Source: an optimization exercise on an open RTL-to-GDS flow (aim: small area and a short achievable clock period). Production flows keep margins and buffers that such runs may drop.
Only simulation tests tie the RTL to the original design; equivalence was not proved.
No activity file was given, so power comes from the tool's default toggle rates.

==> flow/design.v, too long to show whole: its modules and the start of the top module <==
// module fp_multiplier: 1574 lines
// module fa3: 4 lines
// module ha2: 4 lines
module fp_multiplier(input [31:0] a, input [31:0] b, output [31:0] out, input clk,
	input rst, input in_valid, output out_valid);
  // ...
==> flow/run.sh <==
#!/bin/bash
# synth_recipe.tcl (not shown) runs the flow's synth.tcl, then flattens the netlist and writes it again
# the make line also repeats each setting of config.mk as NAME=value (left out here)
make -C /OpenROAD-flow-scripts/flow DESIGN_CONFIG=/design/flow/config.mk WORK_HOME=/design/flow/orfs CLKGATE_MAP_FILE= SYNTH_SCRIPT=/design/flow/synth_recipe.tcl finish
==> flow/config.mk <==
export PLATFORM = sky130hd
export DESIGN_NAME = fp_multiplier
export DESIGN_NICKNAME = fp_multiplier
export VERILOG_FILES = /design/flow/design.v
export SDC_FILE = /design/flow/constraint.sdc
export NUM_CORES = 4
export LEC_CHECK = 0
export CAP_MARGIN = 20
export CORE_MARGIN = 2
export CORE_UTILIZATION = 40
export CTS_BUF_LIST = sky130_fd_sc_hd__clkbuf_8
export CTS_CLUSTER_DIAMETER = 100
export CTS_CLUSTER_SIZE = 16
export SETUP_SLACK_MARGIN = 0.05
export SLEW_MARGIN = 20
export SYNTH_HIERARCHICAL = 1
==> flow/constraint.sdc <==
create_clock -name core_clock -period 2.5 [get_ports {clk}]
set_input_delay 0.5000 -clock core_clock [delete_from_list [all_inputs] [get_ports {clk}]]
set_output_delay 0.5000 -clock core_clock [all_outputs]
set_load 0.01 [all_outputs]
==> summary.txt, run 1 <==
Synth
  – Most frequent cell after synthesis: dfxtp_1
  – Post-synthesis compound-gate area fraction: 20.44%
  – Asr flop ratio synth: 0%
  – Average size of a mapped cell: around 11 sq um

Drt
  – DR DRC count: 0
  – Antenna Violating Nets Remaining: 0
  – First DRT Iteration DRCs: 1,427

Worst setup path
  – CP Depth: 6
  – R2R Path Start: n581_r1
  – CP bufs+invs: 1

STA
  – Period minus WS final: 2400 ps
  – Worst setup margin: 99.98 ps
  – Worst hold slack: about 89 ps

Power
  – Power Internal: ~16,000 uW
  – Pwr Density: ~1000 mW/mm^2

Global route
  – Most crowded layer after global routing: met2
  – Met3 Use GR: 4.350%
  – Largest net degree at the start of global routing: 28

Clocking
  – Post-cts resize count: 92
  – Post-CTS Setup Bufs: 5
  – TritonCTS clock tree: yes
  – CTS max path bufs: 3

Floorplan
  – Core ar.: 0.05276 sq mm
  – Die X: 235.6 um
  – IO Pins: 100

Min path
  – Worst Hold Launch: a[1]

Finish
  – Most frequent cells in the layout: dfxtp_1 (349), xnor2_1 (240), a22o_1 (166)
  – Comb_multi_in: 1,315

Run status
  – Status: no timing/DRC/antenna violations
==> run 2: changes to the inputs <==
--- a/flow/config.mk
+++ b/flow/config.mk
@@ -11,6 +11,5 @@
 export CTS_BUF_LIST = sky130_fd_sc_hd__clkbuf_8
 export CTS_CLUSTER_DIAMETER = 100
 export CTS_CLUSTER_SIZE = 16
-export SETUP_SLACK_MARGIN = 0.05
 export SLEW_MARGIN = 20
 export SYNTH_HIERARCHICAL = 1
==> summary.txt, run 2 <==
Drt
  – First DRT Iteration DRCs: 1,474 (was 1,427)
  – DRT Pass-1 Iters: 6 (unchanged)
  – Antenna Violating Nets Remaining: 0 (unchanged)
  – Vias per cell: 5.780 (was 5.775)
  – Via count: 15,774 (was 15,771)
  – Drt total wl: 59,700 um (was 58,530 um)
  – DR DRC count: 0 (unchanged)
  – WL/cell: 21.88 um (was 21.43 um)

Flow run
  – Max-cap violations: 0 (unchanged)

Synth
  – Count of cell types in the netlist: 61 (unchanged)
  – Top post-synthesis cells by area: dfxtp_1 (34%), fa_1 (15%), xnor2_1 (9.8%) (unchanged)
  – Syn. warnings: 7 (unchanged)
  – Area leader, netlist: dfxtp_1 (unchanged)
  – Largest family of logic cells by synthesized area: adder cells (unchanged)
  – Post-Syn Area: 0.02145 sq mm (unchanged)
  – Syn_nets: 2,346 (unchanged)
  – Seq/Total Area, Yosys: 33.88% (unchanged)
  – Post-synthesis compound-gate area fraction: 20.44% (unchanged)
  – Synth top cells by count: dfxtp_1 (363), xnor2_1 (240), a221oi_1 (174) (unchanged)
  – Asr flop ratio synth: 0% (unchanged)
  – Mux contribution to synthesized area: 1.691% (unchanged)
  – Top_reg_cell synth: dfxtp_1 (unchanged)
  – EDFF count, synth: 0 (unchanged)
  – Synth top area share: 33.88% (unchanged)
  – Simple-gate share of the synthesized area: 3.960% (unchanged)
  – #FFs+latches synth: 363 (unchanged)
  – Most frequent cell after synthesis: dfxtp_1 (unchanged)
  – Synth Area in Adders: 23.35% (unchanged)
  – Synth Instances: 1,977 (unchanged)
  – XOR/XNOR Fraction of Synth Area: 10.86% (unchanged)
  – Average size of a mapped cell: 10.85 sq um (unchanged)

Place
  – Placed cell areas: 0.02405 sq mm (was 0.02403 sq mm)
  – Placed insts: 2,687 (was 2,685)
  – HPWL after DPL: 42,220 um (was 41,570 um)
  – Port Buf Inserts: 99 (unchanged)
  – GPL Wtd Cong: 0.9367 (was 0.8922)

Clocking
  – Clock sink count: 363 (unchanged)
  – Root Buffer: clkbuf_8 (unchanged)
  – TritonCTS clock tree: yes (unchanged)
  – Hold_buf cts: 0 (unchanged)
  – Clock latency on the worst-skew pair: 650 ps (was 670 ps)
  – Clock-pin slew on the worst setup and hold paths: 90 ps (was 100 ps)
  – TritonCTS buffer count: 28 (unchanged)
  – H-tree levels: 1 (unchanged)
  – CTS max path bufs: 3 (unchanged)

Finish
  – Commonest non-fill, non-tap cell in the layout: dfxtp_1 (unchanged)
  – Area Overhead vs Synth: 14.81% (was 15.39%)
  – Most frequent cells in the layout: dfxtp_1 (359), xnor2_1 (239), a221oi_1 (171) (was dfxtp_1 (349), xnor2_1 (240), a22o_1 (166))
  – Fin nets: 2,406 (was 2,408)
  – Layout cells sized above 1: 12.01% (was 13.86%)
  – Largest Register: valid (unchanged)
  – Fin util: 46.68% (was 46.91%)
  – Storage element area: 0.007274 sq mm (was 0.007287 sq mm)
  – Design Area, Final: 0.02463 sq mm (was 0.02475 sq mm)
  – Multi-input logic area: 0.01304 sq mm (was 0.01316 sq mm)
  – Post-Layout Cell Count: 2,729 (was 2,731)
  – Filler cell count: 4,837 (was 4,899)
  – Max reg flops: 4 (unchanged)

Floorplan
  – Initial core utilization: 40.66% (unchanged)
  – Die H: 235.6 um (unchanged)
  – Die X: 235.6 um (unchanged)
  – Die ar.: 0.05550 sq mm (unchanged)
  – Core ar.: 0.05276 sq mm (unchanged)
  – Rows: 84 (unchanged)
  – IO Pins: 100 (unchanged)

Worst setup path
  – Cell family with most CP delay: buffers and inverters (was adder cells)
  – Data required time of the critical path: 2000 ps (was 3080 ps)
  – Critical Path, Cell by Cell: or2_4 -> o21ai_1 -> clkdlybuf4s50_1 (was buf_12 -> a22o_1 -> a221oi_1 -> xnor2_1 -> fa_1 -> fa_1)
  – Crit Path Max Fanout: 13 (was 26)
  – CP max-delay cell: clkdlybuf4s50_1 (was fa_1)
  – Arrival time of the worst setup path: 2070 ps (was 2980 ps)
  – Critical Path Start Type: flip-flop (unchanged)
  – CP Capture Type: output port (was flip-flop)
  – CP bufs+invs: 1 (unchanged)
  – Critical path's largest stage delay: 570 ps (was 630 ps)
  – Critical path class: flip-flop to output port (was flip-flop to flip-flop)

STA
  – Layout Skew: 25.62 ps (was 39.87 ps)
  – Slew Viols, Final: 0 (unchanged)
  – Worst setup margin: -66.95 ps (was 99.98 ps)
  – Max Freq: 389.6 MHz (was 416.7 MHz)
  – Period minus WS final: 2567 ps (was 2400 ps)
  – Final-report hold violation count: 0 (unchanged)
  – Final period util: 102.7% (was 96.00%)
  – Final setup TNS: -69.07 ps (was 0 ps)
  – Final setup viols: 2 (was 0)
  – Worst-Margin Slew: 691.9 ps (was 709.5 ps)
  – RSZ-0062 raised after global routing: yes (unchanged)
  – Worst rel slew slack: 53.81% (was 52.64%)

Global route
  – Vias in the first global route: 16,012 (was 16,276)
  – Gr usage total: 21.22% (was 20.77%)
  – First-pass GRT wire length: 92,870 um (was 91,760 um)
  – Largest net degree at the start of global routing: 28 (unchanged)
  – Total gr overflow: 0 (unchanged)
  – Initial antenna violation count: 1 (was 2)

Min path
  – Hold WC Path Type: primary input to flip-flop (unchanged)

Power
  – Leak Pwr: 0.009961 uW (was 0.009983 uW)
  – Pwr Density: 1042 mW/mm^2 (was 1046 mW/mm^2)
  – Worst vdd ir: 0.0004666 V (was 0.0005112 V)

Run status
  – Status: complete, but fails checks (was no timing/DRC/antenna violations)
  – Layout Check Fails: negative setup slack
==> run 2: cell counts after synthesis <==
No cell type changed its count.
==> run 2: path summary, 6_finish.rpt <==
| check | start | slack (ps) | endpoint | cells past startpoint |
|---|---|---|---|---|
| max | cl_s00_r4 | -70 | out[13] | 3 |
| min | a[1] | 90 | a1_r1 | 1 |
| min reg2reg | sg_s0_r2 | 320 | sg_s0_r3 | 0 |
| max reg2reg | n490_r1 | 70 | n814_r2 | 6 |
==> run 2: modules after synthesis (local to each module, per instance) <==
module | cells | flops+latches | copies in the design | cell area [sq um]
fp_multiplier | 1782 | 363 | 1 | 17820
ha2 | 1 | 0 | 36 | 12.51
fa3 | 1 | 0 | 159 | 20.02
==> run 2: cell families after synthesis <==
kind of cell | after synthesis
adder cells (fa/ha/maj) | 302
flip-flops | 363
multiplexers | 35
XOR/XNOR | 266
AO/OA/AOI/OAI | 559
AND/OR/NAND/NOR | 152
buffers and inverters | 300
==> run 2: metrics by stage <==
stage	hold slack, ps	setup slack (ps)	power (uW)
global placement	310.2	-677.6	22780
finish	88.46	-66.95	25670
detailed placement	312.1	-730.4	23080
floorplan	309.6	-3.107	18610
CTS	161.6	-222.5	25980
global route	57.33	-166.8	28230
==> run 2: final cells by class <==
class	instances	share of cell area, %
antenna	1	0.01016
clock buffer	28	1.565
clock inverter	5	0.2591
inverter	77	1.204
multi-input combinational	1314	52.96
sequential	363	29.54
tap	688	3.495
timing repair buffer	253	10.97
==> run 2: layer usage <==
metal,global-route usage [%],wire [um],vias up
met4,9.284,2722,0
met5,0,0,-
met2,33.98,26410,816
met3,3.963,5068,196
met1,27.98,25500,7585
li1,-,-,7177
==> run 2: power by group <==
group / leakage, uW / internal [uW] / switching [uW] / total (uW)
clock: 0.000232 / 1060 / 1880 / 2940
sequential: 0.00305 / 8130 / 1380 / 9510
combinational: 0.00668 / 6580 / 6640 / 13200
==> run 2: timing repair <==
| action | CTS | global route |
|---|---|---|
| pin swaps | 1 | 7 |
| buffers inserted | 1 | 7 |
| gates resized for setup | 51 | 45 |
| endpoints found under the setup margin | 33 | 38 |
==> run 3: changes to the inputs <==
--- a/flow/config.mk
+++ b/flow/config.mk
@@ -11,5 +11,6 @@
 export CTS_BUF_LIST = sky130_fd_sc_hd__clkbuf_8
 export CTS_CLUSTER_DIAMETER = 100
 export CTS_CLUSTER_SIZE = 16
+export SETUP_SLACK_MARGIN = 0.1
 export SLEW_MARGIN = 20
 export SYNTH_HIERARCHICAL = 1
==> summary.txt, run 3 <==
Run status
  – Status: no timing/DRC/antenna violations (was complete, but fails checks)

Drt
  – WL/cell: 21.39 um (was 21.88 um)
  – Vias per cell: 5.770 (was 5.780)
  – Via count: 15,811 (was 15,774)
  – Antenna Violating Nets Remaining: 0 (unchanged)
  – DR DRC count: 0 (unchanged)
  – Drt total wl: 58,620 um (was 59,700 um)
  – First DRT Iteration DRCs: 1,416 (was 1,474)
  – DRT Pass-1 Iters: 5 (was 6)

Global route
  – Gr usage total: 20.85% (was 21.22%)
  – Largest net degree at the start of global routing: 28 (unchanged)
  – Initial antenna violation count: 1 (unchanged)
  – Vias in the first global route: 16,309 (was 16,012)
  – Total gr overflow: 0 (unchanged)
  – First-pass GRT wire length: 92,340 um (was 92,870 um)

STA
  – Layout Skew: 32.11 ps (was 25.62 ps)
  – Slew Viols, Final: 0 (unchanged)
  – Worst-Margin Slew: 599.6 ps (was 691.9 ps)
  – RSZ-0062 raised after global routing: yes (unchanged)
  – Period minus WS final: 2360 ps (was 2567 ps)
  – Worst rel slew slack: 60.03% (was 53.81%)
  – Final period util: 94.41% (was 102.7%)
  – Final setup viols: 0 (was 2)
  – Final-report hold violation count: 0 (unchanged)
  – Worst hold slack: 148.2 ps (was 88.46 ps)
  – Max Freq: 423.7 MHz (was 389.6 MHz)

Finish
  – Area Overhead vs Synth: 16.16% (was 14.81%)
  – Layout cells sized above 1: 15.71% (was 12.01%)
  – Fin nets: 2,415 (was 2,406)
  – Most frequent cells in the layout: dfxtp_1 (346), xnor2_1 (239), a22o_1 (166) (was dfxtp_1 (359), xnor2_1 (239), a221oi_1 (171))
  – Commonest non-fill, non-tap cell in the layout: dfxtp_1 (unchanged)
  – Max reg flops: 4 (unchanged)
  – Largest Register: valid (unchanged)
  – Post-Layout Cell Count: 2,740 (was 2,729)
  – Filler cell count: 4,876 (was 4,837)

Min path
  – Worst Hold Launch: a[1] (unchanged)
  – Hold WC Path Type: primary input to flip-flop (unchanged)
  – Hold-critical path depth: 2 (was 1)
  – Hold path endpoint: a1_r1 (unchanged)

Worst setup path
  – Reg2reg path depth: 5 (was 6)
  – Register-to-Register Setup Slack: 140 ps (was 70 ps)
  – Reg2reg end: n756_r2 (was n814_r2)
  – CP Capture Type: flip-flop (was output port)
  – Data required time of the critical path: 3010 ps (was 2000 ps)
  – R2R Path Start: n233_r1 (was n490_r1)
  – Critical path class: flip-flop to flip-flop (was flip-flop to output port)
  – Critical Path Start Type: flip-flop (unchanged)
  – Crit Path Max Fanout: 5 (was 13)
  – Arrival time of the worst setup path: 2870 ps (was 2070 ps)

Place
  – GPL Wtd Cong: 0.9131 (was 0.9367)
  – Placed insts: 2,686 (was 2,687)
  – HPWL after DPL: 41,700 um (was 42,220 um)
  – Port Buf Inserts: 99 (unchanged)

Floorplan
  – Initial core utilization: 40.66% (unchanged)
  – Die ar.: 0.05550 sq mm (unchanged)
  – Core ar.: 0.05276 sq mm (unchanged)
  – IO Pins: 100 (unchanged)
  – Rows: 84 (unchanged)
  – Die X: 235.6 um (unchanged)
  – Die H: 235.6 um (unchanged)

Synth
  – Synth top cells by count: dfxtp_1 (363), xnor2_1 (240), a221oi_1 (174) (unchanged)
  – Most frequent cell after synthesis: dfxtp_1 (unchanged)
  – Synth Instances: 1,977 (unchanged)
  – Top post-synthesis cells by area: dfxtp_1 (34%), fa_1 (15%), xnor2_1 (9.8%) (unchanged)
  – Area leader, netlist: dfxtp_1 (unchanged)
  – Post-Syn Area: 0.02145 sq mm (unchanged)
  – Asr flop ratio synth: 0% (unchanged)
  – Seq/Total Area, Yosys: 33.88% (unchanged)
  – Top_reg_cell synth: dfxtp_1 (unchanged)
  – Synth top area share: 33.88% (unchanged)
  – EDFF count, synth: 0 (unchanged)
  – Average size of a mapped cell: 10.85 sq um (unchanged)
  – #FFs+latches synth: 363 (unchanged)
  – Syn. warnings: 7 (unchanged)
  – Count of cell types in the netlist: 61 (unchanged)
  – Syn_nets: 2,346 (unchanged)

Power
  – Pwr Density: 1041 mW/mm^2 (was 1042 mW/mm^2)
  – Power Internal: 15,930 uW (was 15,770 uW)
  – Worst vdd ir: 0.0004737 V (was 0.0004666 V)
  – Combinational Power Share: 52.1% (was 51.5%)
  – Sw Pwr: 10,020 uW (was 9893 uW)
  – Clock Power Share: 11.2% (was 11.4%)
  – Part of the power in registers: 36.7% (was 37.1%)
  – Switch share: 38.62% (was 38.55%)
  – Leak Pwr: 0.01005 uW (was 0.009961 uW)

Clocking
  – H-tree levels: 1 (unchanged)
  – Root Buffer: clkbuf_8 (unchanged)
  – TritonCTS clock tree: yes (unchanged)
  – Clock sink count: 363 (unchanged)
  – CTS max path bufs: 3 (unchanged)
  – Clock latency on the worst-skew pair: 650 ps (about the same)
  – TritonCTS buffer count: 28 (unchanged)
  – Clock-pin slew on the worst setup and hold paths: 100 ps (was 90 ps)

Flow run
  – Max-cap violations: 0 (unchanged)
==> run 3: cell counts after synthesis <==
Identical to the previous run, type by type.
==> run 3: worst max path at each step <==
stage | start | to | slack (ps) | cells past startpoint
finish | n233_r1 | n756_r2 | 140 | 5
global route | n1281_r4 | out[9] | 40 | 5
CTS | cl_s00_r4 | out[9] | -10 | 4
detailed placement | a[2] | n591_r1 | -700 | 12
global placement | a[5] | n591_r1 | -660 | 12
floorplan | a[6] | n591_r1 | -3 | 10
==> run 3: layer usage <==
layer | track usage, % | wire [um] | up-vias | part of all wire [%]
met1 | 27.07 | 24600 | 7582 | 42
met3 | 3.963 | 5220 | 193 | 8.9
li1 | - | - | 7191 | -
met2 | 33.75 | 26150 | 845 | 45
met5 | 0 | 0 | - | 0
met4 | 9.380 | 2652 | 0 | 4.5
==> run 3: worst max-delay path, stage by stage, from the launching register on <==
cell and delay (ps):
dfxtp_1 480, a22o_1 270, a221oi_1 370, xnor2_1 210
fa_1 470, fa_1 440
==> run 3: modules after synthesis, one instance, submodules excluded <==
module	cells	flops+latches	times used	cell area [sq um]
ha2	1	0	36	12.51
fa3	1	0	159	20.02
fp_multiplier	1782	363	1	17820
==> run 3: power groups by stage <==
stage / Clock, uW / Sequential [uW] / Combinational (uW)
after global placement: 0 / 9570 / 13200
after floorplan: 0 / 9070 / 9540
after detailed placement: 0 / 9640 / 13500
after CTS: 3070 / 9500 / 13500
final: 2920 / 9510 / 13500
after global routing: 3280 / 9730 / 15600
==> run 3: cell type report <==
| type | count | area, sq um | share of cell area [%] |
|---|---|---|---|
| flip-flops and latches | 363 | 7296 | 29.28 |
| clock buffers | 28 | 385.4 | 1.546 |
| clock inverters | 6 | 70.07 | 0.2812 |
| repair buffers | 261 | 2738 | 10.99 |
| multi-input cells | 1315 | 13270 | 53.26 |
| well taps | 688 | 860.8 | 3.455 |
| inverters | 77 | 292.8 | 1.175 |
| diodes | 2 | 5.005 | 0.02008 |
==> run 3: kinds of logic after synthesis <==
family | synth area share, %
and+or+nand+nor | 3.960
buffers and inverters | 5.815
AOI/OAI and AO/OA | 20.44
muxes | 1.691
DFF | 33.88
adders and majority gates | 23.35
xor gates and xnor gates | 10.86
==> run 3: per-stage QoR <==
step | power [uW] | area, sq um | utilization (%) | setup TNS [ps] | setup slack [ps]
after CTS | 26080 | 24580 | 46.59 | -30.89 | -13.39
final | 25950 | 24920 | 47.23 | 0 | 139.8
after detailed placement | 23120 | 24080 | 45.64 | -7068 | -702.6
after floorplan | 18610 | 21520 | - | -3.107 | -3.107
after global routing | 28600 | 24920 | 47.23 | 0 | 39.04
after global placement | 22750 | 24080 | 45.64 | -6025 | -659.1
==> run 3: timing repair <==
item / in CTS / in global routing
cloned: 0 / 2
setup endpoints to repair: 41 / 69
pin swaps: 5 / 16
gates resized for setup: 105 / 96
hold buffers: 0 / 0
buffers inserted: 3 / 13
==> run 4: changes to the inputs <==
--- a/flow/config.mk
+++ b/flow/config.mk
@@ -11,6 +11,6 @@
 export CTS_BUF_LIST = sky130_fd_sc_hd__clkbuf_8
 export CTS_CLUSTER_DIAMETER = 100
 export CTS_CLUSTER_SIZE = 16
-export SETUP_SLACK_MARGIN = 0.1
+export SETUP_SLACK_MARGIN = 0.15
 export SLEW_MARGIN = 20
 export SYNTH_HIERARCHICAL = 1
==> summary.txt, run 4 <==
Clocking
  – Clock-pin slew on the worst setup and hold paths: 100 ps (about the same)
  – TritonCTS buffer count: 28 (unchanged)
  – Clock sink count: 363 (unchanged)
  – Clock latency on the worst-skew pair: 670 ps (was 650 ps)
  – H-tree levels: 1 (unchanged)
  – CTS max path bufs: 3 (unchanged)
  – TritonCTS clock tree: yes (unchanged)
  – Root Buffer: clkbuf_8 (unchanged)

Worst setup path
  – Critical Path, Cell by Cell: buf_12 -> clkbuf_16 -> a22o_1 -> a221oi_2 -> xnor2_1 -> fa_1 -> fa_2 (was a22o_1 -> a221oi_1 -> xnor2_1 -> fa_1 -> fa_1)
  – Data required time of the critical path: 3100 ps (was 3010 ps)
  – CP bufs+invs: 2 (was 0)
  – Crit Path Max Fanout: 13 (was 5)
  – Cell family with most CP delay: adder cells (unchanged)
  – Critical path class: flip-flop to flip-flop (unchanged)
  – Worst setup path start: n536_r1 (was n233_r1)
  – R2R Path Start: n536_r1 (was n233_r1)
  – CP Capture Type: flip-flop (unchanged)
  – Critical Path Start Type: flip-flop (unchanged)
  – Arrival time of the worst setup path: 2980 ps (was 2870 ps)
  – CP max-delay cell: fa_2 (was dfxtp_1)
  – Register-to-Register Setup Slack: 130 ps (was 140 ps)
  – Critical path's largest stage delay: 580 ps (was 480 ps)

Floorplan
  – Core ar.: 0.05276 sq mm (unchanged)
  – Rows: 84 (unchanged)
  – Die X: 235.6 um (unchanged)
  – IO Pins: 100 (unchanged)
  – Initial core utilization: 40.66% (unchanged)
  – Die H: 235.6 um (unchanged)
  – Die ar.: 0.05550 sq mm (unchanged)

Drt
  – Drt total wl: 60,630 um (was 58,620 um)
  – Antenna Violating Nets Remaining: 0 (unchanged)
  – DR DRC count: 0 (unchanged)
  – Vias per cell: 5.796 (was 5.770)
  – WL/cell: 22.01 um (was 21.39 um)
  – First DRT Iteration DRCs: 1,384 (was 1,416)
  – Via count: 15,968 (was 15,811)
  – DRT Pass-1 Iters: 7 (was 5)

Power
  – Leak Pwr: 0.01024 uW (was 0.01005 uW)
  – Worst vdd ir: 0.0004374 V (was 0.0004737 V)
  – Pwr Density: 1044 mW/mm^2 (was 1041 mW/mm^2)
  – Final Power: 26,670 uW (was 25,950 uW)

Place
  – HPWL after DPL: 42,610 um (was 41,700 um)
  – Place WS: -741.5 ps (was -702.6 ps)
  – GPL Wtd Cong: 0.9245 (was 0.9131)
  – Port Buf Inserts: 99 (unchanged)

Synth
  – Area leader, netlist: dfxtp_1 (unchanged)
  – Synth Instances: 1,977 (unchanged)
  – Syn_nets: 2,346 (unchanged)
  – Average size of a mapped cell: 10.85 sq um (unchanged)
  – Top post-synthesis cells by area: dfxtp_1 (34%), fa_1 (15%), xnor2_1 (9.8%) (unchanged)
  – Top_reg_cell synth: dfxtp_1 (unchanged)
  – Most frequent cell after synthesis: dfxtp_1 (unchanged)
  – Post-Syn Area: 0.02145 sq mm (unchanged)
  – Asr flop ratio synth: 0% (unchanged)
  – Seq/Total Area, Yosys: 33.88% (unchanged)
  – Synth top area share: 33.88% (unchanged)
  – #FFs+latches synth: 363 (unchanged)
  – Count of cell types in the netlist: 61 (unchanged)
  – EDFF count, synth: 0 (unchanged)
  – Synth top cells by count: dfxtp_1 (363), xnor2_1 (240), a221oi_1 (174) (unchanged)
  – Syn. warnings: 7 (unchanged)

Min path
  – Worst Hold Launch: a[1] (unchanged)
  – Hold WC Path Type: primary input to flip-flop (unchanged)

Global route
  – Initial antenna violation count: 1 (unchanged)
  – Total gr overflow: 0 (unchanged)
  – First-pass GRT wire length: 93,230 um (was 92,340 um)
  – Gr usage total: 21.26% (was 20.85%)
  – Vias in the first global route: 16,109 (was 16,309)
  – Largest net degree at the start of global routing: 28 (unchanged)

STA
  – Layout Skew: 24.32 ps (was 32.11 ps)
  – Worst rel slew slack: 60.86% (was 60.03%)
  – Period minus WS final: 2373 ps (was 2360 ps)
  – Final period util: 94.91% (was 94.41%)
  – Worst-Margin Slew: 586.3 ps (was 599.6 ps)
  – Max Freq: 421.4 MHz (was 423.7 MHz)
  – RSZ-0062 raised after global routing: yes (unchanged)
  – Worst hold slack: 105.3 ps (was 148.2 ps)
  – Slew Viols, Final: 0 (unchanged)
  – Final setup TNS: 0 ps (unchanged)
  – Final setup viols: 0 (unchanged)
  – Final-report hold violation count: 0 (unchanged)
  – Worst setup margin: 127.2 ps (was 139.8 ps)

Finish
  – Layout cells sized above 1: 20.72% (was 15.71%)
  – Commonest non-fill, non-tap cell in the layout: dfxtp_1 (unchanged)
  – Max reg flops: 4 (unchanged)
  – Most frequent cells in the layout: dfxtp_1 (339), xnor2_1 (233), a22o_1 (166) (was dfxtp_1 (346), xnor2_1 (239), a22o_1 (166))
  – Fin nets: 2,432 (was 2,415)
  – Largest Register: valid (unchanged)
  – Area Overhead vs Synth: 19.05% (was 16.16%)

Flow run
  – Max-cap violations: 0 (unchanged)

Run status
  – Status: no timing/DRC/antenna violations (unchanged)
==> run 4: cell type report <==
| class | instances | area, sq um |
|---|---|---|
| timing repair inverter | 2 | 10.01 |
| clock inverter | 4 | 60.06 |
| fill | 4768 | 27220 |
| sequential | 363 | 7315 |
| antenna | 1 | 2.502 |
| clock buffer | 29 | 399.1 |
| multi-input combinational | 1314 | 13720 |
| tap | 688 | 860.8 |
| inverter | 77 | 296.5 |
| timing repair buffer | 277 | 2875 |
==> run 4: repair_timing <==
action / in CTS / in global routing
setup buffers: 11 / 13
gates resized for setup: 170 / 164
pin swaps: 7 / 52
setup endpoints to repair: 65 / 86
gates cloned: 0 / 6
hold buffers: 0 / 0
==> run 4: routing by layer <==
layer | up-vias | track usage, % | wire length (um)
met4 | 2 | 8.898 | 2721
met5 | - | 0 | 13
met3 | 194 | 3.823 | 4977
li1 | 7229 | - | -
met2 | 788 | 34.46 | 27050
met1 | 7755 | 27.95 | 25870
==> run 4: modules after synthesis, one instance, submodules excluded <==
module | times used | flops+latches | cells inside | cell area (sq um)
fa3 | 159 | 0 | 1 | 20.02
fp_multiplier | 1 | 363 | 1782 | 17820
ha2 | 36 | 0 | 1 | 12.51
==> run 4: kinds of logic (layout without fill, tap and decap cells) <==
logic type / count (synthesis) / count (layout) / synth area share (%)
flops: 363 / 363 / 33.88
buf+inv: 300 / 389 / 5.815
simple gates: 152 / 152 / 3.960
other cells: 0 / 1 / 0
compound gates: 559 / 559 / 20.44
xor+xnor: 266 / 266 / 10.86
fa+ha+maj: 302 / 302 / 23.35
mux: 35 / 35 / 1.691
==> run 4: per-stage QoR <==
step           area (sq um)  util (%)  instances
2_1_floorplan         21540         -       1977
3_3_place_gp          24080     45.64       2691
3_5_place_dp          24080     45.64       2691
4_1_cts               24760     46.92       2735
5_1_grt               25540     48.40       2754
6_report              25540     48.40       2755
==> run 4: final timing paths <==
path	endpoint	cells past startpoint
setup reg to reg	n784_r2	7
hold reg to reg	e_s03_r3	0
hold / removal	a1_r1	2
setup / recovery	n784_r2	7
==> run 4: power by group <==
| part | total [uW] | leakage [uW] | switching, uW | internal [uW] |
|---|---|---|---|---|
| Combinational | 14100 | 0.00695 | 7050 | 7080 |
| Sequential | 9560 | 0.00305 | 1410 | 8140 |
| Clock | 2990 | 0.000235 | 1910 | 1080 |
| Total | 26700 | 0.0102 | 10400 | 16300 |
==> run 5: changes to the inputs <==
--- a/flow/config.mk
+++ b/flow/config.mk
@@ -11,6 +11,6 @@
 export CTS_BUF_LIST = sky130_fd_sc_hd__clkbuf_8
 export CTS_CLUSTER_DIAMETER = 100
 export CTS_CLUSTER_SIZE = 16
-export SETUP_SLACK_MARGIN = 0.15
+export SETUP_SLACK_MARGIN = 0.075
 export SLEW_MARGIN = 20
 export SYNTH_HIERARCHICAL = 1
==> summary.txt, run 5 <==
Drt
  – WL/cell: 21.43 um (was 22.01 um)
  – Antenna Violating Nets Remaining: 0 (unchanged)
  – Via count: 15,774 (was 15,968)
  – DRT Pass-1 Iters: 6 (was 7)
  – DR DRC count: 0 (unchanged)
  – Drt total wl: 58,560 um (was 60,630 um)
  – First DRT Iteration DRCs: 1,415 (was 1,384)
  – Vias per cell: 5.774 (was 5.796)

Floorplan
  – IO Pins: 100 (unchanged)
  – Rows: 84 (unchanged)
  – Die H: 235.6 um (unchanged)
  – Core ar.: 0.05276 sq mm (unchanged)
  – Die X: 235.6 um (unchanged)
  – Die ar.: 0.05550 sq mm (unchanged)
  – Initial core utilization: 40.66% (unchanged)

Place
  – GPL Wtd Cong: 0.9237 (was 0.9245)
  – Port Buf Inserts: 99 (unchanged)
  – Placed insts: 2,682 (was 2,691)
  – Placed cell areas: 0.02404 sq mm (was 0.02408 sq mm)
  – HPWL after DPL: 41,390 um (was 42,610 um)

Power
  – Part of the power in registers: 36.6% (was 35.8%)
  – Combinational Power Share: 51.6% (was 53.0%)
  – Pwr Density: 1049 mW/mm^2 (was 1044 mW/mm^2)
  – Switch share: 38.54% (was 38.87%)
  – Final Power: 25,980 uW (was 26,670 uW)
  – Leak Pwr: 0.01004 uW (was 0.01024 uW)
  – Clock Power Share: 11.8% (was 11.2%)
  – Worst vdd ir: 0.0005294 V (was 0.0004374 V)
  – Sw Pwr: 10,010 uW (was 10,370 uW)
  – Power Internal: 15,970 uW (was 16,300 uW)

Worst setup path
  – CP Capture Type: flip-flop (unchanged)
  – CP bufs+invs: 1 (was 2)
  – Cell family with most CP delay: adder cells (unchanged)
  – Critical path class: flip-flop to flip-flop (unchanged)
  – CP max-delay cell: fa_2 (unchanged)
  – Critical path's largest stage delay: 630 ps (was 580 ps)
  – Reg2reg path depth: 6 (was 7)
  – Critical Path, Cell by Cell: buf_12 -> a22o_1 -> a221oi_1 -> xnor2_1 -> fa_1 -> fa_2 (was buf_12 -> clkbuf_16 -> a22o_1 -> a221oi_2 -> xnor2_1 -> fa_1 -> fa_2)
  – CP Depth: 6 (was 7)
  – Crit Path Max Fanout: 26 (was 13)
  – Data required time of the critical path: 3080 ps (was 3100 ps)
  – Arrival time of the worst setup path: 2990 ps (was 2980 ps)
  – Critical Path Start Type: flip-flop (unchanged)

Clocking
  – CTS max path bufs: 3 (unchanged)
  – Root Buffer: clkbuf_8 (unchanged)
  – Clock sink count: 363 (unchanged)
  – Hold_buf cts: 0 (unchanged)
  – TritonCTS clock tree: yes (unchanged)
  – TritonCTS buffer count: 28 (unchanged)
  – Clock latency on the worst-skew pair: 680 ps (was 670 ps)
  – Clock-pin slew on the worst setup and hold paths: 100 ps (about the same)
  – H-tree levels: 1 (unchanged)

Finish
  – Post-Layout Cell Count: 2,732 (was 2,755)
  – Layout cells sized above 1: 14.29% (was 20.72%)
  – Most frequent cells in the layout: dfxtp_1 (349), xnor2_1 (239), a22o_1 (166) (was dfxtp_1 (339), xnor2_1 (233), a22o_1 (166))
  – Design Area, Final: 0.02477 sq mm (was 0.02554 sq mm)
  – Largest Register: valid (unchanged)
  – Filler cell count: 4,896 (was 4,768)
  – Area Overhead vs Synth: 15.47% (was 19.05%)
  – N_diodes: 0 (was 1)
  – Max reg flops: 4 (unchanged)
  – Commonest non-fill, non-tap cell in the layout: dfxtp_1 (unchanged)
  – Fin nets: 2,410 (was 2,432)

Synth
  – Synth top area share: 33.88% (unchanged)
  – Syn. warnings: 7 (unchanged)
  – Count of cell types in the netlist: 61 (unchanged)
  – Area leader, netlist: dfxtp_1 (unchanged)
  – #FFs+latches synth: 363 (unchanged)
  – Seq/Total Area, Yosys: 33.88% (unchanged)
  – Most frequent cell after synthesis: dfxtp_1 (unchanged)
  – Top_reg_cell synth: dfxtp_1 (unchanged)
  – Asr flop ratio synth: 0% (unchanged)
  – Synth Instances: 1,977 (unchanged)
  – EDFF count, synth: 0 (unchanged)
  – Top post-synthesis cells by area: dfxtp_1 (34%), fa_1 (15%), xnor2_1 (9.8%) (unchanged)
  – Post-Syn Area: 0.02145 sq mm (unchanged)
  – Syn_nets: 2,346 (unchanged)
  – Synth top cells by count: dfxtp_1 (363), xnor2_1 (240), a221oi_1 (174) (unchanged)
  – Average size of a mapped cell: 10.85 sq um (unchanged)

STA
  – Final setup viols: 0 (unchanged)
  – Final period util: 96.42% (was 94.91%)
  – Worst-Margin Slew: 644.5 ps (was 586.3 ps)
  – RSZ-0062 raised after global routing: yes (unchanged)
  – Final-report hold violation count: 0 (unchanged)
  – Period minus WS final: 2410 ps (was 2373 ps)
  – Max Freq: 414.9 MHz (was 421.4 MHz)
  – Slew Viols, Final: 0 (unchanged)
  – Final setup TNS: 0 ps (unchanged)
  – Layout Skew: 44.20 ps (was 24.32 ps)
  – Worst hold slack: 176.8 ps (was 105.3 ps)
  – Worst rel slew slack: 56.97% (was 60.86%)

Min path
  – Hold WC Path Type: primary input to flip-flop (unchanged)
  – Hold-critical path depth: 1 (was 2)

Flow run
  – Max-cap violations: 0 (unchanged)

Global route
  – Total gr overflow: 0 (unchanged)
  – Gr usage total: 20.77% (was 21.26%)
  – First-pass GRT wire length: 91,790 um (was 93,230 um)
  – Vias in the first global route: 16,090 (was 16,109)
  – Largest net degree at the start of global routing: 28 (unchanged)
  – Initial antenna violation count: 0 (was 1)

Run status
  – Status: no timing/DRC/antenna violations (unchanged)
## run 5: cell counts after synthesis
No cell type changed its count.
## run 5: cell families (layout without fill, tap and decap cells)
logic type	count (synthesis)	count (layout)	synth area share (%)
buf+inv	300	366	5.815
compound gates	559	559	20.44
mux	35	35	1.691
simple gates	152	153	3.960
flops	363	363	33.88
fa+ha+maj	302	302	23.35
xor+xnor	266	266	10.86
## run 5: path summary, 6_finish.rpt
path             from        to  slack, ps
min reg2reg  n1011_r2  n1011_r3        320
max           n581_r1   n828_r2         90
max reg2reg   n581_r1   n828_r2         90
min              a[1]     a1_r1        180
## run 5: power groups by stage
| stage | Combinational, uW | Clock [uW] | Sequential, uW |
|---|---|---|---|
| 6_report | 13400 | 3060 | 9500 |
| 5_1_grt | 15500 | 3430 | 9730 |
| 4_1_cts | 13500 | 3220 | 9480 |
| 3_5_place_dp | 13400 | 0 | 9660 |
| 3_3_place_gp | 13200 | 0 | 9580 |
| 2_1_floorplan | 9540 | 0 | 9070 |
## run 5: metal layers
metal,vias to the layer above,track usage (%),share of wire [%]
li1,7181,-,-
met1,7595,27.45,43
met2,808,32.93,44
met3,190,4.139,8.5
met4,0,9.245,4.7
met5,-,0,0
## run 5: layout make-up
class	count	area [sq um]	area share, %
multi-input cells	1315	13180	53.22
flip-flops and latches	363	7287	29.42
repair buffers	256	2671	10.78
well taps	688	860.8	3.475
clock buffers	28	385.4	1.556
inverters	77	292.8	1.182
clock inverters	5	90.09	0.3637
## run 5: per-module statistics from Yosys (local to each module, per instance)
| module | cell area (sq um) | flip-flops and latches | cells inside |
|---|---|---|---|
| fp_multiplier | 17820 | 363 | 1782 |
| fa3 | 20.02 | 0 | 1 |
| ha2 | 12.51 | 0 | 1 |
## run 5: metrics by stage
step,utilization [%],setup slack [ps]
2_1_floorplan,-,-3.107
6_report,46.95,89.51
5_1_grt,46.95,35.83
3_5_place_dp,45.56,-721.7
4_1_cts,46.54,-192.6
3_3_place_gp,45.56,-681.9
## run 5: worst reg2reg max path, cell delays in order, from the launching register on
cell and delay (ps):
dfxtp_1 340, buf_12 170, a22o_1 250, a221oi_1 300
xnor2_1 150, fa_1 480, fa_2 640
## run 5: timing repair
item                                    4_1_cts  5_1_grt
gates cloned                                  1        0
buffers inserted                              5       11
resized for setup                            63       94
pin swaps                                     2       10
endpoints found under the setup margin       50       69

-- port drivers added, routing unchanged --
Ports are ideal in the flow. The routed layouts listed here were re-timed in OpenROAD.
Step 1 sets driving cells, clkbuf_16 on the clock port and buf_2 on the other inputs (assumed; they add their load-dependent delay and slew).
Step 2 moves the port delays by t, midway between the first and last clock arrival at a register: inputs arrive t later, outputs are due t later. That takes back most of the time a late clock gives input paths.
a / b / c = ideal ports / drivers / drivers and shift; a / b = the first two.
| run | shift t [ns] | setup WS [ns] | worst register clock-pin slew, ns | pins driven straight from the clock port |
|---|---|---|---|---|
| run 1 | 0.702 | 0.100 / 0.079 / -0.517 | 0.10 / 0.10 | 1 |
| run 2 | 0.692 | -0.067 / -0.121 / -0.519 | 0.11 / 0.11 | 1 |
| run 3 | 0.685 | 0.140 / 0.104 / -0.470 | 0.11 / 0.11 | 1 |
| run 4 | 0.708 | 0.127 / 0.127 / -0.455 | 0.11 / 0.11 | 1 |
| run 5 | 0.710 | 0.090 / 0.090 / -0.466 | 0.11 / 0.11 | 1 |
With both steps, setup timing fails in run 1, run 3, run 4 and run 5, where it was met with ideal ports. The setup slack of run 1, which loses most, moves by -0.021 ns with the drivers and by -0.617 ns with both steps.
